From an optimization exercise on the open Yosys and OpenROAD flow, aimed at small area, a short achievable clock period and few clock cycles per item; shortcuts taken in it are not production practice.
Where RTL was checked, it was by simulation tests only, not by an equivalence proof against the original.
For runs 2 to 5, only the layout was checked, not whether the RTL still works.
Power is estimated from default activity; no workload was simulated.

File: flow/design.v
`timescale 1ns/1ns
module deinterlacer_v2 (
	clock,
	reset,
	dout_data,
	dout_ready,
	dout_valid,
	dout_startofpacket,
	dout_endofpacket,
	din_data,
	din_ready,
	din_valid,
	din_startofpacket,
	din_endofpacket
);
localparam DW = 24;
input  logic          clock;
input  logic          reset;
output logic [DW-1:0] dout_data;
input  logic          dout_ready;
output logic          dout_valid;
output logic          dout_startofpacket;
output logic          dout_endofpacket;
input  logic [DW-1:0] din_data;
output logic          din_ready;
input  logic          din_valid;
input  logic          din_startofpacket;
input  logic          din_endofpacket;
localparam [2:0] S_C0 = 3'd0, S_C1 = 3'd1, S_C2 = 3'd2, S_C3 = 3'd3,
                 S_HDR = 3'd4, S_PIX = 3'd5;
logic [2:0] ss;                     
localparam [2:0] O_IDLE = 3'd0, O_B1 = 3'd1, O_B2 = 3'd2, O_B3 = 3'd3,
                 O_VHDR = 3'd4, O_PIX = 3'd5;
logic [2:0] so;                     
logic [4:0]  wm1;                   
logic        wsel;                  
logic        oact;                  
logic        ahead;                 
logic        wfull;                 
logic        copy1;                 
logic        lastline;              
logic [4:0]  wp, op;                
logic [4:0]  k;                     
logic [DW-1:0]    r0;
logic [16*DW-1:0] s16;
logic [8*DW-1:0]  s8;               
logic [4*DW-1:0]  s4;
logic [2*DW-1:0]  s2;               
logic [DW-1:0]    s1;
wire  [DW-1:0] o16_n = ~(wm1[4] ? s16[16*DW-1 -: DW] : r0);
wire  [DW-1:0] o8    = ~(wm1[3] ? s8[8*DW-1 -: DW]   : o16_n);
wire  [DW-1:0] o4_n  = ~(wm1[2] ? s4[4*DW-1 -: DW]   : o8);
wire  [DW-1:0] o2    = ~(wm1[1] ? s2[2*DW-1 -: DW]   : o4_n);
wire  [DW-1:0] tap_n = ~(wm1[0] ? s1                 : o2);
always_ff @(posedge clock) begin : loop
	r0  <= wsel ? din_data : ~tap_n;
	s16 <= {s16[15*DW-1:0], r0};
	s8  <= {s8[7*DW-1:0], o16_n};
	s4  <= {s4[3*DW-1:0], o8};
	s2  <= {s2[DW-1:0], o4_n};
	s1  <= o2;
end
wire sink_ctl  = (ss == S_C1) || (ss == S_C2) || (ss == S_C3);
wire in_fire   = din_valid && (ss == S_C0 || ss == S_HDR || wsel);
wire write_now = din_valid && wsel;
wire pwrite    = write_now && (ss == S_PIX);
wire cwrite    = write_now && sink_ctl;
wire can_load  = ovalid_n || dout_ready;
wire op_last   = (op == wm1);
wire wp_last   = (wp == wm1);
wire [4:0] k_p1   = k + 5'd1;
wire [4:0] k_inc  = (k == wm1) ? 5'd0 : k_p1;
wire pix_ready = oact && (k == op) && (copy1 || ahead || wfull || wp != op);
wire pix_load  = (so == O_PIX) && pix_ready && can_load;
wire retire    = pix_load && copy1 && op_last;
wire fresh     = pwrite && !oact;                                
wire start     = pwrite && (wp == 5'd0) && (wfull || !oact);     
wire b3_in     = (ss == S_HDR) || (ss == S_PIX);
wire ctl_ready = (so == O_IDLE) ? (ss != S_C0) :
                 (so == O_B1)   ? ((ss != S_C1) && k == 5'd0) :
                 (so == O_B2)   ? (b3_in && k == 5'd2) :
                 (so == O_B3)   ? (k == 5'd0) : 1'b1;
logic [2:0] ss_n, so_n;
always_comb begin
	ss_n = ss;
	if (in_fire)
		case (ss)
			S_C0  : ss_n = S_C1;
			S_C1  : ss_n = S_C2;
			S_C2  : ss_n = S_C3;
			S_C3  : ss_n = S_HDR;
			S_HDR : ss_n = S_PIX;
			default : if (wp_last && din_endofpacket) ss_n = S_C0;
		endcase
	so_n = so;
	case (so)
		O_IDLE, O_B1, O_B2, O_B3, O_VHDR : if (ctl_ready && can_load) so_n = so + 3'd1;
		default : if (retire && lastline && !ahead) so_n = O_IDLE;
	endcase
end
wire oact_n   = (oact && !(retire && !ahead)) || pwrite;
wire ahead_n  = oact && !retire && (ahead || start);
wire wfull_n  = pwrite ? wp_last : (wfull && !(retire && !ahead));
wire [4:0] wp_n = pwrite ? (wp_last ? 5'd0 : wp + 5'd1) : wp;
wire [4:0] op_n = pix_load ? k_inc : op;
wire copy1_n    = (pix_load && op_last) ? ~copy1 : copy1;
wire [4:0] k_n  = (fresh || (cwrite && ss == S_C1)) ? 5'd0 : k_inc;
wire lastline_n = (pwrite && wp_last) ? din_endofpacket : (lastline && !(retire && !ahead));
wire wp_zero   = (wp == 5'd0);
wire mid_w     = !wp_last && !ahead && (!(wp_zero && wfull) || op[4:1] != 4'd0);
wire k2_wp     = (k_p1 + 5'd1 == wp) || (k == wm1 && wp == 5'd1);
wire mid_nw    = !wfull && !wp_zero && k2_wp && !ahead;
wire early_n   = wfull && copy1 && op != 5'd0 && k_p1 == wm1 && wm1 != 5'd0 && !lastline && !ahead;
wire src_pix_n = (so == O_VHDR) ||
                 (so == O_B3 && ctl_ready && can_load) ||
                 (so == O_PIX && !(lastline && copy1 && op_last && k == op && !ahead));
wire spix_v    = (ss == S_HDR) || (ss == S_PIX && !(wsel && wp_last && din_endofpacket));
wire spix_nv   = (ss == S_PIX);
wire wsel_v    = spix_v && src_pix_n && (wsel ? (mid_w || early_n) : (mid_nw || early_n || !oact));
wire wsel_nv   = spix_nv && src_pix_n && (mid_nw || early_n || !oact);
wire src_ctl_n = (so == O_B1) || (so == O_B2) || (so == O_B3) ||
                 (so == O_IDLE && ss != S_C0 && can_load);
wire [2:0] ss_v  = (ss == S_C0)  ? S_C1 :
                   (ss == S_HDR) ? S_PIX :
                   (ss == S_PIX) ? ((wsel && wp_last && din_endofpacket) ? S_C0 : S_PIX) :
                   wsel ? ss + 3'd1 : ss;
wire [4:0] k_cv  = (wsel && ss == S_C1) ? 5'd0 : k_inc;
wire csel_v    = src_ctl_n && ((ss_v == S_C1) || (ss_v == S_C2 && k_cv == 5'd0) ||
                               (ss_v == S_C3 && k_cv == 5'd1));
wire csel_nv   = src_ctl_n && ((ss == S_C1) || (ss == S_C2 && k_inc == 5'd0) ||
                               (ss == S_C3 && k_inc == 5'd1));
wire wsel_n    = din_valid ? (wsel_v || csel_v) : (wsel_nv || csel_nv);
wire drdy_v    = (ss_v == S_C0) || (ss_v == S_HDR) || wsel_v || csel_v;
wire drdy_nv   = (ss == S_C0) || (ss == S_HDR) || wsel_nv || csel_nv;
wire drdy_n    = din_valid ? drdy_v : drdy_nv;
always_ff @(posedge clock or posedge reset) begin : states
	if (reset) begin
		ss        <= S_C0;
		so        <= O_IDLE;
		wsel      <= 0;
		oact      <= 0;
		ahead     <= 0;
		wfull     <= 0;
		copy1     <= 0;
		lastline  <= 0;
		wp        <= 0;
		op        <= 0;
		k         <= 0;
	end else begin
		ss        <= ss_n;
		so        <= so_n;
		wsel      <= wsel_n;
		oact      <= oact_n;
		ahead     <= ahead_n;
		wfull     <= wfull_n;
		copy1     <= copy1_n;
		lastline  <= lastline_n;
		wp        <= wp_n;
		op        <= op_n;
		k         <= k_n;
	end
end
always_ff @(posedge clock) begin : ready_port
	din_ready <= drdy_n;
end
wire [DW-1:0] cb2 = s16[2*DW-1 -: DW];
wire [DW-1:0] cb1 = s16[3*DW-1 -: DW];
always_ff @(posedge clock) begin : loop_length
	if (so == O_IDLE && ctl_ready && can_load)
		wm1 <= 5'd2;
	else if (so == O_B3 && ctl_ready && can_load)
		wm1 <= {cb1[16], cb2[3:0]} - 5'd1;
end
logic ovalid_n;
wire  oload  = (so == O_PIX) ? pix_load : (ctl_ready && can_load);
wire  valid_n = oload || (!ovalid_n && !dout_ready);
always_ff @(posedge clock or posedge reset) begin : source_ctl
	if (reset) begin
		dout_valid <= 0;
		ovalid_n   <= 1;
	end else begin
		dout_valid <= valid_n;
		ovalid_n   <= !valid_n;
	end
end
logic [DW-1:0] odata;
logic          osop, oeop;
always_comb begin
	case (so)
		O_IDLE : begin
			odata = 24'h00_00_0F;
			osop  = 1;
			oeop  = 0;
		end
		O_B1 : begin
			odata = {4'h0, r0[19:16], 4'h0, r0[11:8], 4'h0, r0[3:0]};
			osop  = 0;
			oeop  = 0;
		end
		O_B2 : begin
			odata = {4'h0, s16[18:16], r0[3], 4'h0, s16[10:8], s16[19], 4'h0, s16[3:0]};
			osop  = 0;
			oeop  = 0;
		end
		O_B3 : begin
			odata = {4'h0, 4'h2, 4'h0, s16[10:8], 1'b0, 4'h0, s16[2:0], s16[11]};
			osop  = 0;
			oeop  = 1;
		end
		O_VHDR : begin
			odata = 24'h00_00_00;
			osop  = 1;
			oeop  = 0;
		end
		default : begin
			odata = r0;
			osop  = 0;
			oeop  = copy1 && op_last && lastline && !ahead;
		end
	endcase
end
always_ff @(posedge clock) begin : source_data
	if (can_load) begin
		dout_data          <= odata;
		dout_startofpacket <= osop;
		dout_endofpacket   <= oeop;
	end
end
endmodule
File: flow/flow/run.sh
#!/bin/bash
# Standard layout with these changes in how it is made:
#  - the synthesized netlist's combinational cells start at their smallest
#    drive strength (repair sizes up what timing needs);
#  - plain buffers on the ports;
#  - flip-flops that drive output ports are placed at their port buffers;
#  - no CTS dummy loads, larger clock sink clusters;
set -euo pipefail
export SETUP_SLACK_MARGIN=5.25
export BUFFER_PORTS_ARGS="-buffer_cell sky130_fd_sc_hd__buf_2"
export PRE_DETAIL_PLACE_TCL="$PWD/flow/move_oflops.tcl"
export CTS_ARGS="-sink_clustering_enable -repair_clock_nets -dont_use_dummy_load -sink_clustering_size 20 -sink_clustering_max_diameter 60 -sink_buffer_max_cap_derate 0.2 -buf_list {sky130_fd_sc_hd__clkbuf_8 sky130_fd_sc_hd__clkbuf_16} -root_buf sky130_fd_sc_hd__clkbuf_16 -tree_buf sky130_fd_sc_hd__clkbuf_16 -sink_clustering_buffer sky130_fd_sc_hd__clkbuf_8"
R=orfs/results/sky130hd/deinterlacer_v2/base
bash standard.sh synth > synth.log 2>&1
python3 flow/downsize.py "$FLOW_HOME/platforms/sky130hd/lib/sky130_fd_sc_hd__tt_025C_1v80.lib" "$R/1_2_yosys.v" > downsize.log 2>&1
rm -f "$R/1_synth.odb" "$R/1_synth.sdc"
bash standard.sh > standard.log 2>&1
File: flow/flow/downsize.py
#!/usr/bin/env python3
"""Swap every combinational cell of the synthesized netlist for the smallest
drive strength of the same cell (same function and pins); the layout's
repair steps then size up what timing needs. Flip-flops are left alone."""
import re, sys
lib, net = sys.argv[1], sys.argv[2]
area = {}
cur = None
for line in open(lib):
    m = re.match(r'\s*cell\s*\(\s*"?(sky130_fd_sc_hd__\w+?)"?\s*\)', line)
    if m:
        cur = m.group(1)
        continue
    m = re.match(r'\s*area\s*:\s*([0-9.]+)', line)
    if m and cur:
        area[cur] = float(m.group(1))
        cur = None
dont = set(sys.argv[3].split()) if len(sys.argv) > 3 else set()
best = {}
for c, a in area.items():
    m = re.match(r'(sky130_fd_sc_hd__\w+)_(\d+)$', c)
    if not m or c in dont:
        continue
    base = m.group(1)
    if base not in best or a < area[best[base]]:
        best[base] = c
seq = re.compile(r'sky130_fd_sc_hd__(df|edf|sdf|dl|clk|conb|tap|fill|decap|lpflow|probe)')
text = open(net).read()
swaps = {}
def sub(m):
    c = m.group(0)
    mm = re.match(r'(sky130_fd_sc_hd__\w+)_(\d+)$', c)
    if not mm or seq.match(c):
        return c
    b = best.get(mm.group(1))
    if b and b != c and area[b] < area[c]:
        swaps[c] = swaps.get(c, 0) + 1
        return b
    return c
text = re.sub(r'\bsky130_fd_sc_hd__\w+\b', sub, text)
open(net, 'w').write(text)
for c, n in sorted(swaps.items()):
    print(c, '->', sub(re.match(r'.*', c)) if False else best[re.match(r'(sky130_fd_sc_hd__\w+)_(\d+)$', c).group(1)], n)
File: flow/flow/move_oflops.tcl
# Before detailed placement: put each flip-flop that drives an output port's
# buffer at that buffer's spot (detailed placement then legalizes both), so
# the flip-flop's output does not cross the die to reach the port.
set block [ord::get_db_block]
set moved 0
foreach bterm [$block getBTerms] {
  if {[$bterm getIoType] != "OUTPUT"} { continue }
  set net [$bterm getNet]
  if {$net == "NULL"} { continue }
  foreach bit [$net getITerms] {
    if {![$bit isOutputSignal]} { continue }
    set buf [$bit getInst]
    foreach in [$buf getITerms] {
      if {![$in isInputSignal]} { continue }
      set inet [$in getNet]
      if {$inet == "NULL"} { continue }
      foreach d [$inet getITerms] {
        if {![$d isOutputSignal]} { continue }
        set ff [$d getInst]
        if {[[$ff getMaster] isSequential]} {
          lassign [$buf getLocation] x y
          $ff setLocation $x $y
          incr moved
        }
      }
    }
  }
}
puts "move_oflops: moved $moved flip-flops next to their output buffers"
File: flow/standard.sh
#!/bin/bash
# synth_recipe.tcl (not shown) runs the flow's synth.tcl, then flattens the netlist and writes it again
# the make line also repeats each setting of config.mk as NAME=value (left out here)
make -C /OpenROAD-flow-scripts/flow DESIGN_CONFIG=/design/flow/config.mk WORK_HOME=/design/flow/orfs CLKGATE_MAP_FILE= SYNTH_SCRIPT=/design/flow/synth_recipe.tcl "${@:-finish}"
File: flow/config.mk
export PLATFORM = sky130hd
export DESIGN_NAME = deinterlacer_v2
export DESIGN_NICKNAME = deinterlacer_v2
export VERILOG_FILES = /design/flow/design.v
export SDC_FILE = /design/flow/constraint.sdc
export NUM_CORES = 4
export LEC_CHECK = 0
export ABC_CLOCK_PERIOD_IN_PS = 2500
export CAP_MARGIN = 20
export CORE_MARGIN = 2
export CORE_UTILIZATION = 60
export PLACE_DENSITY = 0.8
export SLEW_MARGIN = 20
File: flow/constraint.sdc
create_clock -name core_clock -period 8.0 [get_ports {clock}]
set_input_delay 1.6000 -clock core_clock [delete_from_list [all_inputs] [get_ports {clock}]]
set_output_delay 1.6000 -clock core_clock [all_outputs]
set_load 0.01 [all_outputs]
==> impl_metrics.env, run 1 <==
export IMPL_placementRows=67
export IMPL_wl_met3_um=1680
export IMPL_worst_path_largest_cell_delay_ns=0.39
export IMPL_avgSynthCellArea_sq_um=15.1
export IMPL_worst_hold_path_type="reg2reg"
export IMPL_p_switching_w=0.00295
export IMPL_overflow=0
export IMPL_die_h_um=190
export IMPL_yosys_warnings=1
export IMPL_yosys_most_used_dff="dfxtp_1"
export IMPL_crit_fanout=1
export IMPL_grtUsageTotal_pct=18.6
export IMPL_final_util_pct=66.4
export IMPL_cp_arrival_ns=1.08
export IMPL_viasPerCell=5.05
export IMPL_start_util_pct=61.4
export IMPL_ys_seq_area_share_pct=81.9
export IMPL_synth_edf_count=26
export IMPL_wl_met1_um=16000
export IMPL_min_path_cells=0
export IMPL_vias=9551
export IMPL_crit_buf_inv=1
export IMPL_setup_viol=0
export IMPL_critPathKind="reg2out"
export IMPL_met2_wirelength_um=14400
export IMPL_worst_hold_path_endpoint="s8[77]"
export IMPL_synthDistinctLibCells=60
export IMPL_hpwlAfterDp_um=19700
export IMPL_numClockSinks=829
export IMPL_rr_startpoint="k[0]"
export IMPL_antenna_left=0
export IMPL_top_layer="met4"
export IMPL_hold_start="s8[53]"
export IMPL_path_delay_family="flip-flops"
export IMPL_final_max_slew_violation_count=0
export IMPL_drt_first_pass_iters=5
export IMPL_cp_end_kind="output pin"
export IMPL_drcViolationCount=0
export IMPL_cellPowerDensity_mw_per_mm2=475
export IMPL_ioPinCount=58
export IMPL_rsz0062_at_grt="yes"
export IMPL_cts_buffers=48
export IMPL_worstMarginPinSlew_ns=0.661
export IMPL_insertion_delay_ns=0.54
export IMPL_reg2reg_to="din_ready"
export IMPL_period_share_pct=33.5
export IMPL_p_clk_share_pct=16.1
export IMPL_drt_initial_drc_count=782
export IMPL_cts_tree="yes"
export IMPL_area_growth_pct=8.14
export IMPL_yosys_area_sq_mm=0.0208
export IMPL_synthesis_area_sq_mm=0.0207
export IMPL_fmax_mhz=373
export IMPL_final_fill_count=2365
export IMPL_nets=1497
export IMPL_grt_pass1_wl_um=52400
export IMPL_port_buffers=56
export IMPL_antenna_found_initial=0
export IMPL_p_int_w=0.00768
export IMPL_cpMaxStageDelayCell="edfxtp_1"
export IMPL_syn_nets=1420
export IMPL_diodes=0
export IMPL_detail_route_wirelength_um=33000
export IMPL_synthCells=1370
export IMPL_grt_pass1_vias=9838
export IMPL_leakage_nw=9.29
export IMPL_cp_start_kind="flop"
export IMPL_vdd_drop_max_mv=0.258
export IMPL_mostFrequentLayoutCells="dfxtp_1 (769), mux2i_1 (123), buf_2 (56)"
export IMPL_swShare_pct=27.7
export IMPL_reg2reg_depth=10
export IMPL_maxCapViolations=0
export IMPL_relSlewSlack_pct=55.9
export IMPL_cts_root_buf="clkbuf_16"
export IMPL_power_frac_seq_pct=66.8
export IMPL_hold_violations=0
export IMPL_avgRoutedWirePerCell_um=17.5
export IMPL_clock_path_buffers=3
export IMPL_cp_depth=1
export IMPL_p_comb_share_pct=17.1
export IMPL_r2r_slack_ns=5.34
export IMPL_cp_cell_sequence="buf_2"
export IMPL_gp_congestion=0.865
export IMPL_core_sq_mm=0.0337
export IMPL_drive_gt1_share_pct=10.9
export IMPL_async_reset_ff_share_pct=3.50
export IMPL_path_clk_slew_ns=0.11
export IMPL_finalCriticalPeriod_ns=2.68
export IMPL_clock_skew_ns=0.0539
export IMPL_finalSetupTns_ns=0
export IMPL_grt_max_degree=41
export IMPL_synth_seq_cells=829
export IMPL_die_w_um=190
export IMPL_die_area_sq_mm=0.0360
export IMPL_worst_ep_required_time_ns=6.40
export IMPL_cts_hold_buf=0
export IMPL_layout_commonest_cell="dfxtp_1"
export IMPL_cts_htree_levels=2
export IMPL_run_status="finished clean"
## routing by layer
| layer | global-route usage [%] | vias to the layer above |
|---|---|---|
| li1 | - | 4637 |
| met1 | 27.1 | 4602 |
| met2 | 28.5 | 241 |
| met3 | 3.30 | 71 |
| met4 | 6.47 | 0 |
| met5 | 0 | - |
## final cells by class
| type | instances | area [sq um] | share of cell area (%) |
|---|---|---|---|
| Inverter | 20 | 78.8 | 0.352 |
| Sequential cell | 829 | 17000 | 76.1 |
| Multi-Input combinational cell | 475 | 3570 | 16.0 |
| Timing Repair inverter | 1 | 7.51 | 0.0336 |
| Clock buffer | 48 | 717 | 3.21 |
| Tap cell | 448 | 561 | 2.51 |
| Timing Repair Buffer | 72 | 412 | 1.84 |
## worst max path at each step
stage / slack (ns) / from / endpoint
final: 5.32 / dout_data[21] / dout_data[21]
after global routing: 5.23 / k[0] / din_ready
after CTS: 5.12 / wm1[3] / din_ready
after detailed placement: 3.96 / dout_ready / din_ready
after global placement: 4.15 / dout_ready / din_ready
after floorplan: 4.84 / dout_ready / din_ready
## logic make-up (layout without fill, tap and decap cells)
group / count (synthesis) / in the layout / synth area share [%]
buffers and inverters: 66 / 141 / 1.32
AO/OA/AOI/OAI: 119 / 119 / 3.87
XOR/XNOR: 41 / 41 / 1.73
flip-flops: 829 / 829 / 81.9
AND/OR/NAND/NOR: 170 / 170 / 3.94
multiplexers: 125 / 125 / 6.04
adder cells (fa/ha/maj): 20 / 20 / 1.21
## sequential cells by signal, indices dropped and copies added (netlist names), 5 cells and up
name / cells
op: 5
s4: 96
s1: 24
s2: 48
s16: 384
wm1: 5
s8: 192
k: 5
r0: 24
wp: 5
dout_data: 24
## timing repair
action,CTS,global route
resized for setup,12,18
setup endpoints to repair,23,10
hold endpoints to repair,0,0
setup buffers,1,7
cloned,1,0
pin swaps,0,4
## synth_stat cells, types with 5 or more instances
cell type | n | share of area (%)
a21o_1 | 6 | 0.22
a21oi_1 | 20 | 0.48
a22o_1 | 7 | 0.30
and2_1 | 14 | 0.42
buf_1 | 5 | 0.090
buf_2 | 12 | 0.29
clkbuf_1 | 27 | 0.49
dfrtp_1 | 28 | 3.4
dfxtp_1 | 774 | 75
edfxtp_1 | 26 | 3.8
ha_1 | 20 | 1.2
inv_1 | 20 | 0.36
mux2i_1 | 123 | 5.9
nand2_1 | 55 | 0.99
nand3_1 | 16 | 0.39
nor2_1 | 36 | 0.65
nor2b_1 | 6 | 0.18
nor3_1 | 19 | 0.46
o21ai_0 | 44 | 1.1
o31ai_1 | 7 | 0.25
xnor2_1 | 23 | 0.97
xor2_1 | 18 | 0.76
## power by group through the flow
stage	Combinational, W	Clock, W	Sequential (W)
after floorplan	0.00127	0	0.00683
after detailed placement	0.00170	0	0.00720
after CTS	0.00174	0.00176	0.00715
final	0.00181	0.00171	0.00710
after global routing	0.00199	0.00191	0.00731
after global placement	0.00158	0	0.00712
## per-stage QoR
step | total power, W | cell area [sq um] | hold WS [ns] | cells | setup slack (ns)
finish | 0.0106 | 22400 | 0.287 | 1893 | 5.32
global placement | 0.00870 | 21500 | 0.310 | 1836 | 4.15
CTS | 0.0106 | 22200 | 0.283 | 1886 | 5.12
detailed placement | 0.00889 | 21500 | 0.312 | 1836 | 3.96
floorplan | 0.00809 | 20700 | 0.310 | 1370 | 4.84
global route | 0.0112 | 22400 | 0.285 | 1893 | 5.23
Testbench counts, summed over its fixed seeds: cycles 15,322, frames 64.
==> run 2: changes to the inputs <==
--- a/flow/design.v
+++ b/flow/design.v
@@ -120,4 +120,4 @@
 wire wsel_nv   = spix_nv && src_pix_n && (mid_nw || early_n || !oact);
-wire src_ctl_n = (so == O_B1) || (so == O_B2) || (so == O_B3) ||
-                 (so == O_IDLE && ss != S_C0 && can_load);
+wire src_ctl_n = (so == O_IDLE) || (so == O_B1) || (so == O_B2) || (so == O_B3) ||
+                 (so == O_PIX && pix_ready && copy1 && op_last && lastline && !ahead && can_load);
 wire [2:0] ss_v  = (ss == S_C0)  ? S_C1 :
@@ -168,3 +168,3 @@
 always_ff @(posedge clock) begin : loop_length
-	if (so == O_IDLE && ctl_ready && can_load)
+	if (so == O_IDLE)
 		wm1 <= 5'd2;
==> impl_metrics.env, run 2 <==
export IMPL_fmax_mhz=366
export IMPL_yosys_most_used_dff="dfxtp_1"
export IMPL_rsz0062_at_grt="yes"
export IMPL_numClockSinks=829
export IMPL_run_status="finished clean"
export IMPL_hold_violations=0
export IMPL_grt_pass1_vias=9485
export IMPL_synthCells=1362
export IMPL_maxCapViolations=0
export IMPL_clock_path_buffers=3
export IMPL_largest_reg_flops=384
export IMPL_yosys_warnings=1
export IMPL_yosysTopAreaCell="dfxtp_1"
export IMPL_cp_arrival_ns=3.18
export IMPL_die_area_sq_mm=0.0360
export IMPL_grtUsageTotal_pct=18.5
export IMPL_setup_viol=0
export IMPL_final_fill_count=2319
export IMPL_crit_fanout=4
export IMPL_antenna_left=0
export IMPL_ioPinCount=58
export IMPL_cts_root_buf="clkbuf_16"
export IMPL_async_reset_ff_share_pct=3.50
export IMPL_detail_route_wirelength_um=32700
export IMPL_viasPerCell=4.97
export IMPL_layout_commonest_cell="dfxtp_1"
export IMPL_critPathKind="in2reg"
export IMPL_cp_cell_sequence="buf_2 > nor2_4 > clkinvlp_4 > nand4_1 > o31a_1 > or4_4 > a41oi_4"
export IMPL_ys_top_cells_by_count="dfxtp_1 (774), mux2i_1 (124), nand2_1 (57)"
export IMPL_cts_buffers=49
export IMPL_cp_end_kind="flop"
export IMPL_die_w_um=190
export IMPL_largest_register="s16"
export IMPL_drcViolationCount=0
export IMPL_synth_area_top_cells="dfxtp_1 (75%), mux2i_1 (6.0%), edfxtp_1 (3.8%), dfrtp_1 (3.4%), ha_1 (1.2%)"
export IMPL_cts_tree="yes"
export IMPL_antenna_found_initial=1
export IMPL_synth_seq_cells=829
export IMPL_synthDistinctLibCells=65
export IMPL_hpwlAfterDp_um=19500
export IMPL_ys_seq_area_share_pct=81.8
export IMPL_worstMarginPinSlew_ns=0.995
export IMPL_cts_hold_buf=0
export IMPL_finalCriticalPeriod_ns=2.73
export IMPL_overflow=0
export IMPL_drt_first_pass_iters=5
export IMPL_worst_path_largest_cell_delay_ns=0.56
export IMPL_cpMaxStageDelayCell="or4_4"
export IMPL_clock_skew_ns=0.0659
export IMPL_top_regs="s16: 384 flops, s8: 192 flops, s4: 96 flops"
export IMPL_worst_ep_required_time_ns=8.44
export IMPL_avgRoutedWirePerCell_um=17.3
export IMPL_drive_gt1_share_pct=11.9
export IMPL_die_h_um=190
export IMPL_setup_ws_ns=5.27
export IMPL_core_sq_mm=0.0337
export IMPL_placementRows=67
export IMPL_synthesis_area_sq_mm=0.0207
export IMPL_finalSetupTns_ns=0
export IMPL_vias=9414
export IMPL_path_clk_slew_ns=0.11
export IMPL_synth_edf_count=26
export IMPL_cts_htree_levels=2
export IMPL_area_growth_pct=8.75
export IMPL_cp_start_kind="primary input"
export IMPL_syn_nets=1412
export IMPL_drt_initial_drc_count=499
export IMPL_avgSynthCellArea_sq_um=15.2
export IMPL_diodes=0
export IMPL_mostFrequentLayoutCells="dfxtp_1 (769), mux2i_1 (124), nand2_1 (57)"
export IMPL_nets=1500
export IMPL_gp_congestion=0.887
export IMPL_grt_pass1_wl_um=51700
export IMPL_leakage_nw=9.34
export IMPL_worst_hold_path_type="reg2reg"
export IMPL_relSlewSlack_pct=33.5
export IMPL_port_buffers=56
export IMPL_preCtsSetupSlack_ns=3.48
export IMPL_synth_most_common_cell="dfxtp_1"
export IMPL_cellPowerDensity_mw_per_mm2=485
export IMPL_yosys_area_sq_mm=0.0208
export IMPL_grt_max_degree=65
export IMPL_synth_top_area_share_pct=74.6
export IMPL_insertion_delay_ns=0.54
export IMPL_vdd_drop_max_mv=0.197
export IMPL_start_util_pct=61.4
export IMPL_final_max_slew_violation_count=0
export IMPL_period_share_pct=34.2
[run 2: changes by cell type after synthesis, sizes merged, moves of 4 or more]
cell	delta
a21oi	-8
nor3	-10
nor2	-6
o41ai	+4
o31ai	-6
nand4	+7
[run 2: routing by layer]
metal  track usage (%)  vias to the layer above  share of wire (%)
li1                  -                     4620                  -
met5                 0                        -                  0
met3              3.39                       70                4.2
met2              28.3                      206                 44
met4              6.20                        0                2.8
met1              26.8                     4518                 49
[run 2: final timing paths]
kind	slack, ns	cells past startpoint	endpoint	startpoint
hold / removal	0.27	0	s16[170]	s16[146]
min in group asynchronous	1.15	3	so[0]	reset
hold reg to reg	0.27	0	s16[170]	s16[146]
setup / recovery	5.27	7	din_ready	dout_ready
setup reg to reg	5.31	7	din_ready	wm1[2]
max in group asynchronous	6.49	3	k[0]	reset
[run 2: cell families after synthesis]
| family | synth area share, % |
|---|---|
| compound gates | 3.45 |
| xor+xnor | 1.92 |
| fa+ha+maj | 1.20 |
| buf+inv | 1.43 |
| flops | 81.8 |
| mux | 6.14 |
| simple gates | 4.01 |
[run 2: power by group]
part / internal (W) / total, W / switching (W)
logic: 0.000903 / 0.00218 / 0.00128
clock network: 0.000614 / 0.00173 / 0.00112
registers: 0.00630 / 0.00700 / 0.000700
[run 2: critical path, delay by kind of cell]
| family | cells | cell delay, ns |
|---|---|---|
| simple gates | 3 | 0.77 |
| compound gates | 2 | 0.63 |
| buf+inv | 2 | 0.18 |
[run 2: cell type report]
cell class                      instances  area (sq um)  area share (%)
Clock buffer                           49           731            3.25
Multi-Input combinational cell        464          3570            15.9
Timing Repair inverter                  1          7.51          0.0334
Timing Repair Buffer                   83           518            2.30
Sequential cell                       829         17000            75.7
Tap cell                              448           561            2.49
Inverter                               22          90.1           0.400
[run 2: per-stage QoR]
| stage | cell area [sq um] | power (W) | util, % | cells | hold slack [ns] |
|---|---|---|---|---|---|
| after floorplan | 20700 | 0.00818 | - | 1362 | 0.310 |
| after global placement | 21400 | 0.00885 | 63.6 | 1827 | 0.310 |
| after detailed placement | 21400 | 0.00904 | 63.6 | 1827 | 0.312 |
| after CTS | 22300 | 0.0108 | 66.1 | 1880 | 0.278 |
| after global routing | 22500 | 0.0115 | 66.7 | 1896 | 0.283 |
| final | 22500 | 0.0109 | 66.7 | 1896 | 0.275 |
[run 2: what timing repair did]
action                     CTS  global route
gates cloned                 1             0
setup endpoints to repair   27             3
setup buffers                3            16
pin swaps                    1             6
resized for setup           17            25
==> run 3: changes to the inputs <==
--- a/flow/design.v
+++ b/flow/design.v
@@ -35,2 +35,3 @@
 logic [4:0]  wm1;                   
+logic [4:0]  lsel_n;                
 logic        wsel;                  
@@ -49,7 +50,7 @@
 logic [DW-1:0]    s1;
-wire  [DW-1:0] o16_n = ~(wm1[4] ? s16[16*DW-1 -: DW] : r0);
-wire  [DW-1:0] o8    = ~(wm1[3] ? s8[8*DW-1 -: DW]   : o16_n);
-wire  [DW-1:0] o4_n  = ~(wm1[2] ? s4[4*DW-1 -: DW]   : o8);
-wire  [DW-1:0] o2    = ~(wm1[1] ? s2[2*DW-1 -: DW]   : o4_n);
-wire  [DW-1:0] tap_n = ~(wm1[0] ? s1                 : o2);
+wire  [DW-1:0] o16_n = ~(!lsel_n[4] ? s16[16*DW-1 -: DW] : r0);
+wire  [DW-1:0] o8    = ~(!lsel_n[3] ? s8[8*DW-1 -: DW]   : o16_n);
+wire  [DW-1:0] o4_n  = ~(!lsel_n[2] ? s4[4*DW-1 -: DW]   : o8);
+wire  [DW-1:0] o2    = ~(!lsel_n[1] ? s2[2*DW-1 -: DW]   : o4_n);
+wire  [DW-1:0] tap_n = ~(!lsel_n[0] ? s1                 : o2);
 always_ff @(posedge clock) begin : loop
@@ -120,4 +121,4 @@
 wire wsel_nv   = spix_nv && src_pix_n && (mid_nw || early_n || !oact);
-wire src_ctl_n = (so == O_IDLE) || (so == O_B1) || (so == O_B2) || (so == O_B3) ||
-                 (so == O_PIX && pix_ready && copy1 && op_last && lastline && !ahead && can_load);
+wire src_ctl_n = (so == O_B1) || (so == O_B2) || (so == O_B3) ||
+                 (so == O_IDLE && ss != S_C0 && can_load);
 wire [2:0] ss_v  = (ss == S_C0)  ? S_C1 :
@@ -167,7 +168,12 @@
 wire [DW-1:0] cb1 = s16[3*DW-1 -: DW];
+wire [4:0] wm1_ctl = 5'd2;
+wire [4:0] wm1_fld = {cb1[16], cb2[3:0]} - 5'd1;
 always_ff @(posedge clock) begin : loop_length
-	if (so == O_IDLE)
-		wm1 <= 5'd2;
-	else if (so == O_B3 && ctl_ready && can_load)
-		wm1 <= {cb1[16], cb2[3:0]} - 5'd1;
+	if (so == O_IDLE && ctl_ready && can_load) begin
+		wm1  <= wm1_ctl;
+		lsel_n <= ~wm1_ctl;
+	end else if (so == O_B3 && ctl_ready && can_load) begin
+		wm1  <= wm1_fld;
+		lsel_n <= ~wm1_fld;
+	end
 end
==> impl_metrics.env, run 3 <==
export IMPL_run_status="finished clean"
export IMPL_crit_buf_inv=1
export IMPL_die_w_um=191
export IMPL_die_h_um=191
export IMPL_largest_reg_flops=384
export IMPL_synth_top_family_by_area="multiplexers"
export IMPL_area_growth_pct=7.53
export IMPL_nets=1508
export IMPL_placed_cells=1856
export IMPL_p_int_w=0.00769
export IMPL_path_delay_family="flip-flops"
export IMPL_synth_area_mux_share_pct=6.23
export IMPL_avgSynthCellArea_sq_um=15.0
export IMPL_synth_top_area_share_pct=74.2
export IMPL_clock_skew_ns=0.0536
export IMPL_largest_register="s16"
export IMPL_leakage_nw=9.76
export IMPL_vias=9321
export IMPL_final_util_pct=65.3
export IMPL_path_clk_slew_ns=0.11
export IMPL_critPathKind="reg2out"
export IMPL_synthesis_area_sq_mm=0.0209
export IMPL_clock_path_buffers=3
export IMPL_layout_commonest_cell="dfxtp_1"
export IMPL_power_frac_seq_pct=67.6
export IMPL_synth_adder_area_share_pct=1.13
export IMPL_synthCells=1391
export IMPL_viasPerCell=4.88
export IMPL_hold_start="s2[23]"
export IMPL_fmax_mhz=366
export IMPL_reg2reg_to="din_ready"
export IMPL_synth_most_common_cell="dfxtp_1"
export IMPL_overflow=0
export IMPL_synth_seq_cells=834
export IMPL_synthDistinctLibCells=66
export IMPL_insertion_delay_ns=0.56
export IMPL_diodes=0
export IMPL_whs_ns=0.286
export IMPL_cts_buffers=51
export IMPL_drt_initial_drc_count=481
export IMPL_p_clk_share_pct=16.6
export IMPL_grt_pass1_vias=9570
export IMPL_yosys_area_sq_mm=0.0210
export IMPL_top_regs="s16: 384 flops, s8: 192 flops, s4: 96 flops"
export IMPL_grtUsageTotal_pct=18.4
export IMPL_relSlewSlack_pct=25.5
export IMPL_worst_hold_path_type="reg2reg"
export IMPL_hpwlAfterDp_um=19500
export IMPL_synth_edf_count=26
export IMPL_preCtsSetupSlack_ns=3.77
export IMPL_synth_xor_xnor_area_share_pct=2.04
export IMPL_ioPinCount=58
export IMPL_setup_ws_ns=5.27
export IMPL_p_comb_share_pct=15.8
export IMPL_rsz0062_at_grt="yes"
export IMPL_numClockSinks=834
export IMPL_cellPowerDensity_mw_per_mm2=474
export IMPL_die_area_sq_mm=0.0363
export IMPL_port_buffers=56
export IMPL_finalCriticalPeriod_ns=2.73
export IMPL_synth_area_top_cells="dfxtp_1 (74%), mux2i_1 (5.9%), edfxtp_1 (3.7%), dfrtp_1 (3.3%), ha_1 (1.1%)"
export IMPL_mostFrequentLayoutCells="dfxtp_1 (774), mux2i_1 (123), buf_2 (56)"
export IMPL_cp_arrival_ns=1.13
export IMPL_maxCapViolations=0
export IMPL_cpMaxStageDelayCell="edfxtp_1"
export IMPL_yosysTopAreaCell="dfxtp_1"
export IMPL_final_max_slew_violation_count=0
export IMPL_yosys_warnings=1
export IMPL_ys_seq_area_share_pct=81.4
export IMPL_gp_congestion=0.834
export IMPL_worst_path_largest_cell_delay_ns=0.42
export IMPL_yosys_most_used_dff="dfxtp_1"
export IMPL_period_share_pct=34.1
export IMPL_worstMarginPinSlew_ns=1.12
export IMPL_cp_start_kind="flop"
export IMPL_drive_gt1_share_pct=10.2
export IMPL_grt_pass1_wl_um=51700
export IMPL_cp_cell_sequence="buf_2"
export IMPL_antenna_found_initial=0
export IMPL_p_switching_w=0.00296
export IMPL_swShare_pct=27.8
export IMPL_worst_hold_path_endpoint="s2[47]"
export IMPL_cts_root_buf="clkbuf_16"
export IMPL_placementRows=68
export IMPL_syn_nets=1440
export IMPL_crit_fanout=1
export IMPL_cts_tree="yes"
export IMPL_r2r_slack_ns=5.44
export IMPL_start_util_pct=60.7
export IMPL_drcViolationCount=0
export IMPL_fin_cells=1912
export IMPL_core_sq_mm=0.0344
export IMPL_worst_ep_required_time_ns=6.40
export IMPL_finalSetupTns_ns=0
export IMPL_synthSimpleGateAreaFrac_pct=4.21
export IMPL_hold_violations=0
export IMPL_detail_route_wirelength_um=32700
export IMPL_synth_compound_area_share_pct=3.44
export IMPL_setup_viol=0
export IMPL_cts_htree_levels=2
export IMPL_reg2reg_depth=9
export IMPL_rr_startpoint="so[0]"
export IMPL_ys_top_cells_by_count="dfxtp_1 (779), mux2i_1 (123), nand2_1 (48)"
export IMPL_grt_max_degree=59
export IMPL_min_path_cells=0
export IMPL_vdd_drop_max_mv=0.276
export IMPL_cp_end_kind="output pin"
export IMPL_async_reset_ff_share_pct=3.48
export IMPL_antenna_left=0
export IMPL_drt_first_pass_iters=4
export IMPL_avgRoutedWirePerCell_um=17.1
run 3: power by group through the flow:
stage               Combinational (W)  Clock, W  Sequential, W
floorplan                     0.00132         0        0.00678
global route                  0.00187   0.00196        0.00740
detailed placement            0.00164         0        0.00726
finish                        0.00168   0.00177        0.00720
CTS                           0.00167   0.00182        0.00723
global placement              0.00154         0        0.00721
run 3: area by class of cell:
type                            count  area (sq um)
Fill cell                        2392         11900
Clock buffer                       51           758
Tap cell                          455           569
Timing Repair Buffer               64           340
Inverter                           23          90.1
Sequential cell                   834         17100
Multi-Input combinational cell    484          3560
Timing Repair inverter              1          7.51
run 3: through the flow:
step,cell area [sq um],power (W)
floorplan,20900,0.00810
global placement,21600,0.00875
detailed placement,21600,0.00890
CTS,22400,0.0107
global route,22400,0.0112
finish,22400,0.0106
run 3: how the worst max path moves through the flow:
stage,start,to,slack [ns],cells past startpoint
after floorplan,dout_ready,din_ready,4.77,7
after global placement,dout_ready,din_ready,3.91,8
after detailed placement,dout_ready,din_ready,3.77,8
after CTS,dout_data[14],dout_data[14],5.24,1
after global routing,k[1],din_ready,5.20,8
final,dout_data[14],dout_data[14],5.27,1
run 3: timing repair:
item	4_1_cts	5_1_grt
resized for setup	5	12
hold buffers	0	0
cloned	1	0
setup buffers	3	1
setup endpoints to repair	13	6
pin swaps	1	1
run 3: routing by layer:
layer	wire, um	GRT usage, %	share of wire [%]	vias up
met3	1180	3.20	3.6	67
met5	0	0	0	-
met4	1030	6.98	3.1	0
li1	-	-	-	4669
met2	14400	28.2	44	155
met1	16100	26.5	49	4430
run 3: cells by family after synthesis:
family | count (synthesis)
flops | 834
buf+inv | 73
mux | 130
simple gates | 180
fa+ha+maj | 19
xor+xnor | 43
compound gates | 112
==> run 4: changes to the inputs <==
--- a/flow/design.v
+++ b/flow/design.v
@@ -35,3 +35,2 @@
 logic [4:0]  wm1;                   
-logic [4:0]  lsel_n;                
 logic        wsel;                  
@@ -50,7 +49,7 @@
 logic [DW-1:0]    s1;
-wire  [DW-1:0] o16_n = ~(!lsel_n[4] ? s16[16*DW-1 -: DW] : r0);
-wire  [DW-1:0] o8    = ~(!lsel_n[3] ? s8[8*DW-1 -: DW]   : o16_n);
-wire  [DW-1:0] o4_n  = ~(!lsel_n[2] ? s4[4*DW-1 -: DW]   : o8);
-wire  [DW-1:0] o2    = ~(!lsel_n[1] ? s2[2*DW-1 -: DW]   : o4_n);
-wire  [DW-1:0] tap_n = ~(!lsel_n[0] ? s1                 : o2);
+wire  [DW-1:0] o16_n = ~(wm1[4] ? s16[16*DW-1 -: DW] : r0);
+wire  [DW-1:0] o8    = ~(wm1[3] ? s8[8*DW-1 -: DW]   : o16_n);
+wire  [DW-1:0] o4_n  = ~(wm1[2] ? s4[4*DW-1 -: DW]   : o8);
+wire  [DW-1:0] o2    = ~(wm1[1] ? s2[2*DW-1 -: DW]   : o4_n);
+wire  [DW-1:0] tap_n = ~(wm1[0] ? s1                 : o2);
 always_ff @(posedge clock) begin : loop
@@ -114,11 +113,9 @@
 wire early_n   = wfull && copy1 && op != 5'd0 && k_p1 == wm1 && wm1 != 5'd0 && !lastline && !ahead;
-wire src_pix_n = (so == O_VHDR) ||
-                 (so == O_B3 && ctl_ready && can_load) ||
+wire sp0       = (so == O_VHDR) ||
                  (so == O_PIX && !(lastline && copy1 && op_last && k == op && !ahead));
+wire sp1       = (so == O_B3 && ctl_ready);
+wire sc0       = (so == O_B1) || (so == O_B2) || (so == O_B3);
+wire sc1       = (so == O_IDLE && ss != S_C0);
 wire spix_v    = (ss == S_HDR) || (ss == S_PIX && !(wsel && wp_last && din_endofpacket));
 wire spix_nv   = (ss == S_PIX);
-wire wsel_v    = spix_v && src_pix_n && (wsel ? (mid_w || early_n) : (mid_nw || early_n || !oact));
-wire wsel_nv   = spix_nv && src_pix_n && (mid_nw || early_n || !oact);
-wire src_ctl_n = (so == O_B1) || (so == O_B2) || (so == O_B3) ||
-                 (so == O_IDLE && ss != S_C0 && can_load);
 wire [2:0] ss_v  = (ss == S_C0)  ? S_C1 :
@@ -128,10 +125,17 @@
 wire [4:0] k_cv  = (wsel && ss == S_C1) ? 5'd0 : k_inc;
-wire csel_v    = src_ctl_n && ((ss_v == S_C1) || (ss_v == S_C2 && k_cv == 5'd0) ||
-                               (ss_v == S_C3 && k_cv == 5'd1));
-wire csel_nv   = src_ctl_n && ((ss == S_C1) || (ss == S_C2 && k_inc == 5'd0) ||
-                               (ss == S_C3 && k_inc == 5'd1));
-wire wsel_n    = din_valid ? (wsel_v || csel_v) : (wsel_nv || csel_nv);
-wire drdy_v    = (ss_v == S_C0) || (ss_v == S_HDR) || wsel_v || csel_v;
-wire drdy_nv   = (ss == S_C0) || (ss == S_HDR) || wsel_nv || csel_nv;
-wire drdy_n    = din_valid ? drdy_v : drdy_nv;
+logic [3:0] wsel_c, drdy_c;
+for (genvar i = 0; i < 4; i++) begin : nxt
+	wire       dv    = i[0];
+	wire       cl    = i[1] ? 1'b1 : ovalid_n;
+	wire [2:0] ss_x  = dv ? ss_v : ss;
+	wire [4:0] k_x   = dv ? k_cv : k_inc;
+	wire       pix_x = (dv ? spix_v : spix_nv) && (sp0 || (sp1 && cl)) &&
+	                   ((dv && wsel) ? (mid_w || early_n) : (mid_nw || early_n || !oact));
+	wire       ctl_x = (sc0 || (sc1 && cl)) &&
+	                   ((ss_x == S_C1) || (ss_x == S_C2 && k_x == 5'd0) || (ss_x == S_C3 && k_x == 5'd1));
+	assign wsel_c[i] = pix_x || ctl_x;
+	assign drdy_c[i] = (ss_x == S_C0) || (ss_x == S_HDR) || pix_x || ctl_x;
+end
+wire wsel_n = dout_ready ? (din_valid ? wsel_c[3] : wsel_c[2]) : (din_valid ? wsel_c[1] : wsel_c[0]);
+wire drdy_n = dout_ready ? (din_valid ? drdy_c[3] : drdy_c[2]) : (din_valid ? drdy_c[1] : drdy_c[0]);
 always_ff @(posedge clock or posedge reset) begin : states
@@ -168,12 +172,7 @@
 wire [DW-1:0] cb1 = s16[3*DW-1 -: DW];
-wire [4:0] wm1_ctl = 5'd2;
-wire [4:0] wm1_fld = {cb1[16], cb2[3:0]} - 5'd1;
 always_ff @(posedge clock) begin : loop_length
-	if (so == O_IDLE && ctl_ready && can_load) begin
-		wm1  <= wm1_ctl;
-		lsel_n <= ~wm1_ctl;
-	end else if (so == O_B3 && ctl_ready && can_load) begin
-		wm1  <= wm1_fld;
-		lsel_n <= ~wm1_fld;
-	end
+	if (so == O_IDLE && ctl_ready && can_load)
+		wm1 <= 5'd2;
+	else if (so == O_B3 && ctl_ready && can_load)
+		wm1 <= {cb1[16], cb2[3:0]} - 5'd1;
 end
==> impl_metrics.env, run 4 <==
export IMPL_synthCells=1375
export IMPL_cp_start_kind="flop"
export IMPL_worst_ep_required_time_ns=6.40
export IMPL_path_clk_slew_ns=0.12
export IMPL_largest_register="s16"
export IMPL_rr_startpoint="wm1[3]"
export IMPL_grt_max_degree=60
export IMPL_min_path_cells=0
export IMPL_die_h_um=190
export IMPL_layout_commonest_cell="dfxtp_1"
export IMPL_final_seq_area_sq_mm=0.0170
export IMPL_overflow=0
export IMPL_cts_root_buf="clkbuf_16"
export IMPL_drt_initial_drc_count=680
export IMPL_crit_fanout=1
export IMPL_avgSynthCellArea_sq_um=15.1
export IMPL_cts_tree="yes"
export IMPL_hold_start="s16[196]"
export IMPL_multi_input_area_sq_mm=0.00361
export IMPL_mostFrequentLayoutCells="dfxtp_1 (769), mux2i_1 (122), nand2_1 (56), buf_2 (56), o21ai_0 (45)"
export IMPL_final_fill_count=2343
export IMPL_final_max_slew_violation_count=0
export IMPL_grtUsageTotal_pct=19.1
export IMPL_grt_pass1_wl_um=53000
export IMPL_worstMarginPinSlew_ns=0.706
export IMPL_detail_route_wirelength_um=34100
export IMPL_vdd_drop_max_mv=0.198
export IMPL_avgRoutedWirePerCell_um=17.9
export IMPL_antenna_found_initial=1
export IMPL_run_status="finished clean"
export IMPL_top_regs="s16: 384 flops, s8: 192 flops, s4: 96 flops"
export IMPL_die_w_um=190
export IMPL_clock_path_buffers=3
export IMPL_synth_seq_cells=829
export IMPL_largest_reg_flops=384
export IMPL_die_area_sq_mm=0.0361
export IMPL_r2r_slack_ns=5.25
export IMPL_path_delay_family="flip-flops"
export IMPL_worst_hold_path_type="reg2reg"
export IMPL_area_growth_pct=8.30
export IMPL_gp_congestion=0.859
export IMPL_placed_cells=1852
export IMPL_crit_buf_inv=1
export IMPL_hold_violations=0
export IMPL_yosysTopAreaCell="dfxtp_1"
export IMPL_setup_viol=0
export IMPL_async_reset_ff_share_pct=3.50
export IMPL_finalCriticalPeriod_ns=2.76
export IMPL_worst_hold_path_endpoint="s16[220]"
export IMPL_total_power_w=0.0107
export IMPL_port_buffers=56
export IMPL_cts_hold_buf=0
export IMPL_finalSetupTns_ns=0
export IMPL_maxCapViolations=0
export IMPL_drcViolationCount=0
export IMPL_antenna_left=0
export IMPL_cpMaxStageDelayCell="edfxtp_1"
export IMPL_start_util_pct=60.5
export IMPL_synthDistinctLibCells=69
export IMPL_fin_cells=1912
export IMPL_drive_gt1_share_pct=11.1
export IMPL_synthesis_area_sq_mm=0.0207
export IMPL_cp_cell_sequence="buf_2"
export IMPL_placementRows=68
export IMPL_synth_area_top_cells="dfxtp_1 (74%), mux2i_1 (5.8%), edfxtp_1 (3.7%), dfrtp_1 (3.4%), ha_1 (1.2%)"
export IMPL_ys_seq_area_share_pct=81.4
export IMPL_vias=9554
export IMPL_cp_end_kind="output pin"
export IMPL_grt_pass1_vias=9698
export IMPL_ioPinCount=58
export IMPL_reg2reg_depth=8
export IMPL_ys_top_cells_by_count="dfxtp_1 (774), mux2i_1 (122), nand2_1 (56)"
export IMPL_reg2reg_to="din_ready"
export IMPL_synth_most_common_cell="dfxtp_1"
export IMPL_cellPowerDensity_mw_per_mm2=477
export IMPL_cp_depth=1
export IMPL_cp_arrival_ns=1.16
export IMPL_viasPerCell=5.00
export IMPL_cts_buffers=49
export IMPL_final_util_pct=65.5
export IMPL_synth_top_area_share_pct=74.1
export IMPL_synth_edf_count=26
export IMPL_rsz0062_at_grt="yes"
export IMPL_hpwlAfterDp_um=20500
export IMPL_insertion_delay_ns=0.57
export IMPL_fmax_mhz=363
export IMPL_yosys_most_used_dff="dfxtp_1"
export IMPL_core_sq_mm=0.0343
export IMPL_cts_htree_levels=2
export IMPL_critPathKind="reg2out"
export IMPL_syn_nets=1425
export IMPL_yosys_warnings=1
export IMPL_nets=1508
export IMPL_worst_path_largest_cell_delay_ns=0.42
export IMPL_yosys_area_sq_mm=0.0209
export IMPL_numClockSinks=829
export IMPL_drt_first_pass_iters=5
export IMPL_leakage_nw=9.35
export IMPL_clock_skew_ns=0.0938
export IMPL_relSlewSlack_pct=52.9
export IMPL_period_share_pct=34.4
-- run 4: cell count changes after synthesis, sizes merged, moves of 6 or more --
cell | before | now
a211oi | 0 | 6
nor2 | 47 | 41
or3 | 8 | 2
a31oi | 7 | 1
nor3 | 20 | 12
nand2 | 49 | 56
-- run 4: metal layers --
layer | track usage [%] | routed length (um)
met1 | 26.7 | 16200
met2 | 30.6 | 15700
met3 | 3.52 | 1480
met4 | 6.08 | 774
met5 | 0 | 16
-- run 4: stage by stage --
step	setup slack, ns	hold WS, ns	instance area (sq um)
floorplan	4.82	0.310	20800
global placement	4.07	0.310	21500
detailed placement	3.87	0.312	21500
CTS	5.08	0.285	22400
global route	5.19	0.283	22500
finish	5.24	0.282	22500
-- run 4: cell families (layout without fill, tap and decap cells) --
logic type / after synthesis / count (layout) / share of synthesized area, %
compound gates: 112 / 112 / 3.68
xor+xnor: 43 / 43 / 1.84
fa+ha+maj: 20 / 20 / 1.20
buf+inv: 68 / 149 / 1.53
flops: 829 / 829 / 81.4
mux: 129 / 129 / 6.22
other cells: 0 / 1 / 0
simple gates: 174 / 174 / 4.18
-- run 4: repair_timing --
action / in CTS / in global routing
setup buffers: 4 / 5
pin swaps: 2 / 5
resized for setup: 13 / 14
cloned: 1 / 0
endpoints found under the setup margin: 23 / 33
-- run 4: cell type report --
type                       instances  share of cell area, %
sequential                       829                   75.8
multi-input combinational        478                   16.1
clock buffer                      49                   3.25
tap                              455                   2.54
timing repair buffer              74                   1.88
inverter                          25                  0.435
timing repair inverter             1                 0.0334
antenna                            1                 0.0111
-- run 4: where the power goes --
| part | total [W] | switching (W) | internal [W] |
|---|---|---|---|
| Clock | 0.00174 | 0.00112 | 0.000614 |
| Combinational | 0.00188 | 0.00114 | 0.000748 |
| Sequential | 0.00708 | 0.000753 | 0.00633 |
| Total | 0.0107 | 0.00301 | 0.00769 |
-- run 4: worst max-delay path by stage --
stage	startpoint	end
detailed placement	dout_ready	din_ready
floorplan	dout_ready	so[0]
global route	wm1[3]	din_ready
CTS	dout_ready	dout_data[18]
global placement	dout_ready	wsel
finish	dout_data[12]	dout_data[12]
==> run 5: changes to the inputs <==
--- a/flow/flow/run.sh
+++ b/flow/flow/run.sh
@@ -8,3 +8,3 @@
 set -euo pipefail
-export SETUP_SLACK_MARGIN=5.25
+export SETUP_SLACK_MARGIN=5.4
 export BUFFER_PORTS_ARGS="-buffer_cell sky130_fd_sc_hd__buf_2"
==> impl_metrics.env, run 5 <==
export IMPL_run_status="finished clean"
export IMPL_synth_top_area_share_pct=74.1
export IMPL_period_share_pct=34.4
export IMPL_cp_cell_sequence="buf_2"
export IMPL_area_growth_pct=8.97
export IMPL_synth_most_common_cell="dfxtp_1"
export IMPL_ys_seq_area_share_pct=81.4
export IMPL_grtUsageTotal_pct=19.3
export IMPL_setup_viol=0
export IMPL_yosys_warnings=1
export IMPL_start_util_pct=60.5
export IMPL_mostFrequentLayoutCells="dfxtp_1 (769), mux2i_1 (122), nand2_1 (56)"
export IMPL_syn_nets=1425
export IMPL_reg2reg_depth=8
export IMPL_reg2reg_to="din_ready"
export IMPL_synthesis_area_sq_mm=0.0207
export IMPL_finalSetupTns_ns=0
export IMPL_clock_skew_ns=0.0958
export IMPL_worst_path_largest_cell_delay_ns=0.42
export IMPL_numClockSinks=829
export IMPL_overflow=0
export IMPL_maxCapViolations=0
export IMPL_async_reset_ff_share_pct=3.50
export IMPL_critPathKind="reg2out"
export IMPL_hold_start="s16[196]"
export IMPL_drt_initial_drc_count=599
export IMPL_worst_ep_required_time_ns=6.40
export IMPL_final_util_pct=65.9
export IMPL_avgRoutedWirePerCell_um=17.9
export IMPL_antenna_found_initial=1
export IMPL_hold_violations=0
export IMPL_cp_start_kind="flop"
export IMPL_insertion_delay_ns=0.57
export IMPL_worstMarginPinSlew_ns=0.708
export IMPL_cts_buffers=49
export IMPL_hpwlAfterDp_um=20500
export IMPL_crit_fanout=1
export IMPL_rr_startpoint="wm1[1]"
export IMPL_yosys_most_used_dff="dfxtp_1"
export IMPL_cts_root_buf="clkbuf_16"
export IMPL_die_h_um=190
export IMPL_synth_seq_cells=829
export IMPL_final_seq_area_sq_mm=0.0170
export IMPL_drt_first_pass_iters=5
export IMPL_cp_arrival_ns=1.16
export IMPL_path_clk_slew_ns=0.12
export IMPL_cts_hold_buf=0
export IMPL_grt_pass1_wl_um=53500
export IMPL_grt_max_degree=60
export IMPL_nets=1514
export IMPL_cpMaxStageDelayCell="edfxtp_1"
export IMPL_gp_congestion=0.859
export IMPL_rsz0062_at_grt="yes"
export IMPL_placed_cells=1852
export IMPL_fin_cells=1918
export IMPL_yosys_area_sq_mm=0.0209
export IMPL_relSlewSlack_pct=52.8
export IMPL_port_buffers=56
export IMPL_cts_tree="yes"
export IMPL_r2r_slack_ns=5.34
export IMPL_vias=9568
export IMPL_cellPowerDensity_mw_per_mm2=477
export IMPL_detail_route_wirelength_um=34300
export IMPL_cts_htree_levels=2
export IMPL_worst_hold_path_type="reg2reg"
export IMPL_core_sq_mm=0.0343
export IMPL_finalCriticalPeriod_ns=2.76
export IMPL_final_max_slew_violation_count=0
export IMPL_clock_path_buffers=3
export IMPL_synthDistinctLibCells=69
export IMPL_synthCells=1375
export IMPL_yosysTopAreaCell="dfxtp_1"
export IMPL_crit_buf_inv=1
export IMPL_leakage_nw=9.40
export IMPL_synth_edf_count=26
export IMPL_die_w_um=190
export IMPL_path_delay_family="flip-flops"
export IMPL_worst_hold_path_endpoint="s16[220]"
export IMPL_avgSynthCellArea_sq_um=15.1
export IMPL_largest_register="s16"
export IMPL_largest_reg_flops=384
export IMPL_drive_gt1_share_pct=12.0
export IMPL_ys_top_cells_by_count="dfxtp_1 (774), mux2i_1 (122), nand2_1 (56)"
export IMPL_multi_input_area_sq_mm=0.00368
export IMPL_placementRows=68
export IMPL_fmax_mhz=363
export IMPL_layout_commonest_cell="dfxtp_1"
export IMPL_cp_end_kind="output pin"
export IMPL_drcViolationCount=0
export IMPL_ioPinCount=58
export IMPL_die_area_sq_mm=0.0361
export IMPL_min_path_cells=0
export IMPL_grt_pass1_vias=9843
export IMPL_viasPerCell=4.99
export IMPL_top_regs="s16: 384 flops, s8: 192 flops, s4: 96 flops"
export IMPL_antenna_left=0
export IMPL_final_fill_count=2325
export IMPL_vdd_drop_max_mv=0.198
export IMPL_synth_area_top_cells="dfxtp_1 (74%), mux2i_1 (5.8%), edfxtp_1 (3.7%), dfrtp_1 (3.4%), ha_1 (1.2%)"
==> run 5: cells by family after synthesis <==
kind of cell             count (synthesis)  synth area share (%)
AND/OR/NAND/NOR                        174                  4.18
adder cells (fa/ha/maj)                 20                  1.20
XOR/XNOR                                43                  1.84
flip-flops                             829                  81.4
AO/OA/AOI/OAI                          112                  3.68
buffers and inverters                   68                  1.53
multiplexers                           129                  6.22
==> run 5: how the worst max path moves through the flow <==
| stage | to | from | cells after the start | slack (ns) |
|---|---|---|---|---|
| 2_1_floorplan | so[0] | dout_ready | 7 | 4.82 |
| 3_3_place_gp | wsel | dout_ready | 7 | 4.07 |
| 3_5_place_dp | din_ready | dout_ready | 7 | 3.87 |
| 4_1_cts | dout_data[12] | dout_data[12] | 1 | 5.21 |
| 5_1_grt | dout_data[12] | dout_data[12] | 1 | 5.19 |
| 6_report | dout_data[12] | dout_data[12] | 1 | 5.24 |
==> run 5: cell type report <==
| type | count | area share (%) |
|---|---|---|
| well taps | 455 | 2.52 |
| inverters | 25 | 0.432 |
| multi-input cells | 478 | 16.3 |
| diodes | 1 | 0.0111 |
| repair inverters | 1 | 0.0332 |
| flip-flops and latches | 829 | 75.3 |
| clock buffers | 49 | 3.23 |
| repair buffers | 80 | 2.18 |
==> run 5: timing repair <==
item / CTS / global route
pin swaps: 4 / 10
cloned: 2 / 0
buffers inserted: 11 / 3
gates resized for setup: 25 / 21
endpoints found under the hold margin: 0 / 0
endpoints found under the setup margin: 64 / 49
==> run 5: report_power, final <==
part / internal [W] / leakage [nW] / switching, W
Combinational: 0.000789 / 1.87 / 0.00117
Clock: 0.000614 / 0.378 / 0.00112
Sequential: 0.00633 / 7.15 / 0.000752
Total: 0.00773 / 9.40 / 0.00304
==> run 5: per-layer routing <==
layer  GRT usage [%]  wire (um)  up-vias
met5               0         16        -
met4            6.71        860        2
li1                -          -     4672
met2            30.7      15800      222
met3            3.50       1480       75
met1            26.8      16200     4597
==> run 5: metrics by stage <==
step / setup slack, ns / hold WS [ns] / power, W / instance area [sq um]
floorplan: 4.82 / 0.310 / 0.00820 / 20800
CTS: 5.21 / 0.285 / 0.0107 / 22500
global placement: 4.07 / 0.310 / 0.00873 / 21500
detailed placement: 3.87 / 0.312 / 0.00894 / 21500
finish: 5.24 / 0.282 / 0.0108 / 22600
global route: 5.19 / 0.283 / 0.0113 / 22600
==> run 6: changes to the inputs <==
--- a/flow/design.v
+++ b/flow/design.v
@@ -35,2 +35,3 @@
 logic [4:0]  wm1;                   
+logic [4:0]  lsel_n;                
 logic        wsel;                  
@@ -49,7 +50,7 @@
 logic [DW-1:0]    s1;
-wire  [DW-1:0] o16_n = ~(wm1[4] ? s16[16*DW-1 -: DW] : r0);
-wire  [DW-1:0] o8    = ~(wm1[3] ? s8[8*DW-1 -: DW]   : o16_n);
-wire  [DW-1:0] o4_n  = ~(wm1[2] ? s4[4*DW-1 -: DW]   : o8);
-wire  [DW-1:0] o2    = ~(wm1[1] ? s2[2*DW-1 -: DW]   : o4_n);
-wire  [DW-1:0] tap_n = ~(wm1[0] ? s1                 : o2);
+wire  [DW-1:0] o16_n = ~(!lsel_n[4] ? s16[16*DW-1 -: DW] : r0);
+wire  [DW-1:0] o8    = ~(!lsel_n[3] ? s8[8*DW-1 -: DW]   : o16_n);
+wire  [DW-1:0] o4_n  = ~(!lsel_n[2] ? s4[4*DW-1 -: DW]   : o8);
+wire  [DW-1:0] o2    = ~(!lsel_n[1] ? s2[2*DW-1 -: DW]   : o4_n);
+wire  [DW-1:0] tap_n = ~(!lsel_n[0] ? s1                 : o2);
 always_ff @(posedge clock) begin : loop
@@ -116,4 +117,4 @@
 wire sp1       = (so == O_B3 && ctl_ready);
-wire sc0       = (so == O_B1) || (so == O_B2) || (so == O_B3);
-wire sc1       = (so == O_IDLE && ss != S_C0);
+wire sc0       = (so == O_IDLE) || (so == O_B1) || (so == O_B2) || (so == O_B3);
+wire sc1       = (so == O_PIX && pix_ready && copy1 && op_last && lastline && !ahead);
 wire spix_v    = (ss == S_HDR) || (ss == S_PIX && !(wsel && wp_last && din_endofpacket));
@@ -172,7 +173,11 @@
 wire [DW-1:0] cb1 = s16[3*DW-1 -: DW];
+wire [4:0] wm1_fld = {cb1[16], cb2[3:0]} - 5'd1;
 always_ff @(posedge clock) begin : loop_length
-	if (so == O_IDLE && ctl_ready && can_load)
-		wm1 <= 5'd2;
-	else if (so == O_B3 && ctl_ready && can_load)
-		wm1 <= {cb1[16], cb2[3:0]} - 5'd1;
+	if (so == O_IDLE) begin
+		wm1    <= 5'd2;
+		lsel_n <= ~5'd2;
+	end else if (so == O_B3 && ctl_ready && can_load) begin
+		wm1    <= wm1_fld;
+		lsel_n <= ~wm1_fld;
+	end
 end
--- a/flow/flow/run.sh
+++ b/flow/flow/run.sh
@@ -8,3 +8,3 @@
 set -euo pipefail
-export SETUP_SLACK_MARGIN=5.4
+export SETUP_SLACK_MARGIN=5.35
 export BUFFER_PORTS_ARGS="-buffer_cell sky130_fd_sc_hd__buf_2"
==> impl_metrics.env, run 6 <==
export IMPL_period_share_pct=34.0
export IMPL_crit_fanout=1
export IMPL_setup_viol=0
export IMPL_cts_htree_levels=2
export IMPL_yosys_area_sq_mm=0.0210
export IMPL_grt_pass1_vias=9565
export IMPL_cp_end_kind="output pin"
export IMPL_gp_congestion=0.857
export IMPL_largest_register="s16"
export IMPL_antenna_found_initial=0
export IMPL_hpwlAfterDp_um=19900
export IMPL_placementRows=68
export IMPL_detail_route_wirelength_um=32500
export IMPL_mostFrequentLayoutCells="dfxtp_1 (775), mux2i_1 (123), nand2_1 (64)"
export IMPL_synthesis_area_sq_mm=0.0209
export IMPL_yosys_warnings=1
export IMPL_yosysTopAreaCell="dfxtp_1"
export IMPL_hold_violations=0
export IMPL_path_clk_slew_ns=0.11
export IMPL_final_fill_count=2457
export IMPL_synth_edf_count=26
export IMPL_ioPinCount=58
export IMPL_p_int_w=0.00763
export IMPL_yosys_most_used_dff="dfxtp_1"
export IMPL_cp_start_kind="flop"
export IMPL_synth_seq_cells=834
export IMPL_worst_path_largest_cell_delay_ns=0.40
export IMPL_vias=9342
export IMPL_drt_initial_drc_count=356
export IMPL_r2r_slack_ns=5.48
export IMPL_run_status="finished clean"
export IMPL_synthDistinctLibCells=62
export IMPL_leakage_nw=9.88
export IMPL_reg2reg_depth=6
export IMPL_synth_most_common_cell="dfxtp_1"
export IMPL_cts_buffers=49
export IMPL_top_regs="s16: 384 flops, s8: 192 flops, s4: 96 flops"
export IMPL_postLayoutCellArea_sq_mm=0.0224
export IMPL_avgSynthCellArea_sq_um=15.0
export IMPL_p_switching_w=0.00282
export IMPL_numClockSinks=834
export IMPL_rsz0062_at_grt="yes"
export IMPL_rr_startpoint="so[2]"
export IMPL_drcViolationCount=0
export IMPL_clock_skew_ns=0.0671
export IMPL_relSlewSlack_pct=26.1
export IMPL_power_frac_seq_pct=67.7
export IMPL_worst_ep_required_time_ns=6.40
export IMPL_die_w_um=191
export IMPL_final_seq_area_sq_mm=0.0171
export IMPL_grt_max_degree=58
export IMPL_overflow=0
export IMPL_area_growth_pct=7.44
export IMPL_largest_reg_flops=384
export IMPL_clock_path_buffers=3
export IMPL_reg2reg_to="dout_data[17]"
export IMPL_ys_seq_area_share_pct=81.5
export IMPL_final_max_slew_violation_count=0
export IMPL_syn_nets=1442
export IMPL_synthCells=1392
export IMPL_crit_buf_inv=1
export IMPL_cts_tree="yes"
export IMPL_vdd_drop_max_mv=0.268
export IMPL_drive_gt1_share_pct=10.2
export IMPL_worst_hold_path_endpoint="s16[218]"
export IMPL_viasPerCell=4.89
export IMPL_cts_hold_buf=0
export IMPL_finalSetupTns_ns=0
export IMPL_nets=1508
export IMPL_cp_cell_sequence="buf_2"
export IMPL_insertion_delay_ns=0.54
run 6: changes by cell type after synthesis, sizes merged, moves of 5 or more:
cell | before | now
dfxtp | 774 | 779
nor2 | 41 | 21
buf | 26 | 32
or2 | 1 | 6
a211oi | 6 | 1
nor3 | 12 | 7
nand2 | 56 | 64
mux2 | 7 | 2
run 6: metal layers:
| metal | vias up | part of all wire (%) | global-route usage, % |
|---|---|---|---|
| li1 | 4655 | - | - |
| met1 | 4508 | 50 | 25.9 |
| met2 | 126 | 45 | 28.8 |
| met3 | 53 | 3.4 | 3.42 |
| met4 | 0 | 2.1 | 5.84 |
| met5 | - | 0 | 0 |
run 6: how the worst max path moves through the flow:
stage / from / to / cells past startpoint
2_1_floorplan: dout_ready / lsel_n[2] / 6
3_3_place_gp: dout_ready / lastline / 6
3_5_place_dp: dout_ready / lastline / 6
4_1_cts: dout_startofpacket / dout_startofpacket / 1
5_1_grt: dout_startofpacket / dout_startofpacket / 1
6_report: dout_startofpacket / dout_startofpacket / 1
run 6: final cells by class:
class                      instances  area share (%)
sequential                       834            76.3
timing repair buffer              68            1.65
multi-input combinational        477            15.8
inverter                          28           0.468
tap                              455            2.54
clock buffer                      49            3.26
run 6: cell families (layout without fill, tap and decap cells):
| logic type | after synthesis | in the layout | share of synthesized area (%) |
|---|---|---|---|
| mux | 125 | 125 | 5.97 |
| xor+xnor | 40 | 40 | 1.67 |
| compound gates | 119 | 119 | 3.63 |
| flops | 834 | 834 | 81.5 |
| buf+inv | 81 | 145 | 1.85 |
| simple gates | 173 | 173 | 4.20 |
| fa+ha+maj | 20 | 20 | 1.19 |
run 6: repair_timing:
action,CTS,global route
pin swaps,0,0
endpoints found under the setup margin,40,38
resized for setup,6,7
endpoints found under the hold margin,0,0
setup buffers,2,5
run 6: power groups by stage:
stage	Sequential, W	Clock, W	Combinational [W]
2_1_floorplan	0.00678	0	0.00119
3_3_place_gp	0.00708	0	0.00149
3_5_place_dp	0.00717	0	0.00159
4_1_cts	0.00711	0.00179	0.00162
5_1_grt	0.00728	0.00194	0.00181
6_report	0.00707	0.00174	0.00164
run 6: stage by stage:
stage                     util [%]  power [W]  std cells  hold WS [ns]  worst slack (ns)
after floorplan                  -    0.00797       1392         0.310              5.29
after global placement        62.8    0.00857       1855         0.310              4.78
after detailed placement      62.8    0.00875       1855         0.312              4.70
after CTS                     65.1     0.0105       1906         0.303              5.25
after global routing          65.3     0.0110       1911         0.309              5.23
final                         65.3     0.0104       1911         0.305              5.28
Testbench counts of run 6, summed over its fixed seeds: cycles 15,258, frames 64.

-- afterwards: timing with drivers on the ports --
No port has a modelled driver above. Below, the same layouts with a new extraction and two added sets of constraints.
Step 1 sets driving cells, clkbuf_16 on the clock port and buf_2 on the other inputs (assumed; they add their load-dependent delay and slew).
Step 2 also shifts input and output timing later by t, the mid clock arrival at the registers, as if the neighbouring blocks saw the same clock.
Slacks: no drivers / after step 1 / after step 2; pairs: no drivers / after step 1.
run | t (ns) | setup WS [ns]
run 1 | 0.564 | 5.317 / 5.266 / 4.803
run 2 | 0.560 | 5.266 / 5.251 / 4.733
run 3 | 0.575 | 5.271 / 5.220 / 4.772
run 4 | 0.578 | 5.244 / 5.192 / 4.750
run 5 | 0.576 | 5.244 / 5.192 / 4.800
run 6 | 0.574 | 5.279 / 5.226 / 4.947
After both steps setup and hold are still met in every run listed.
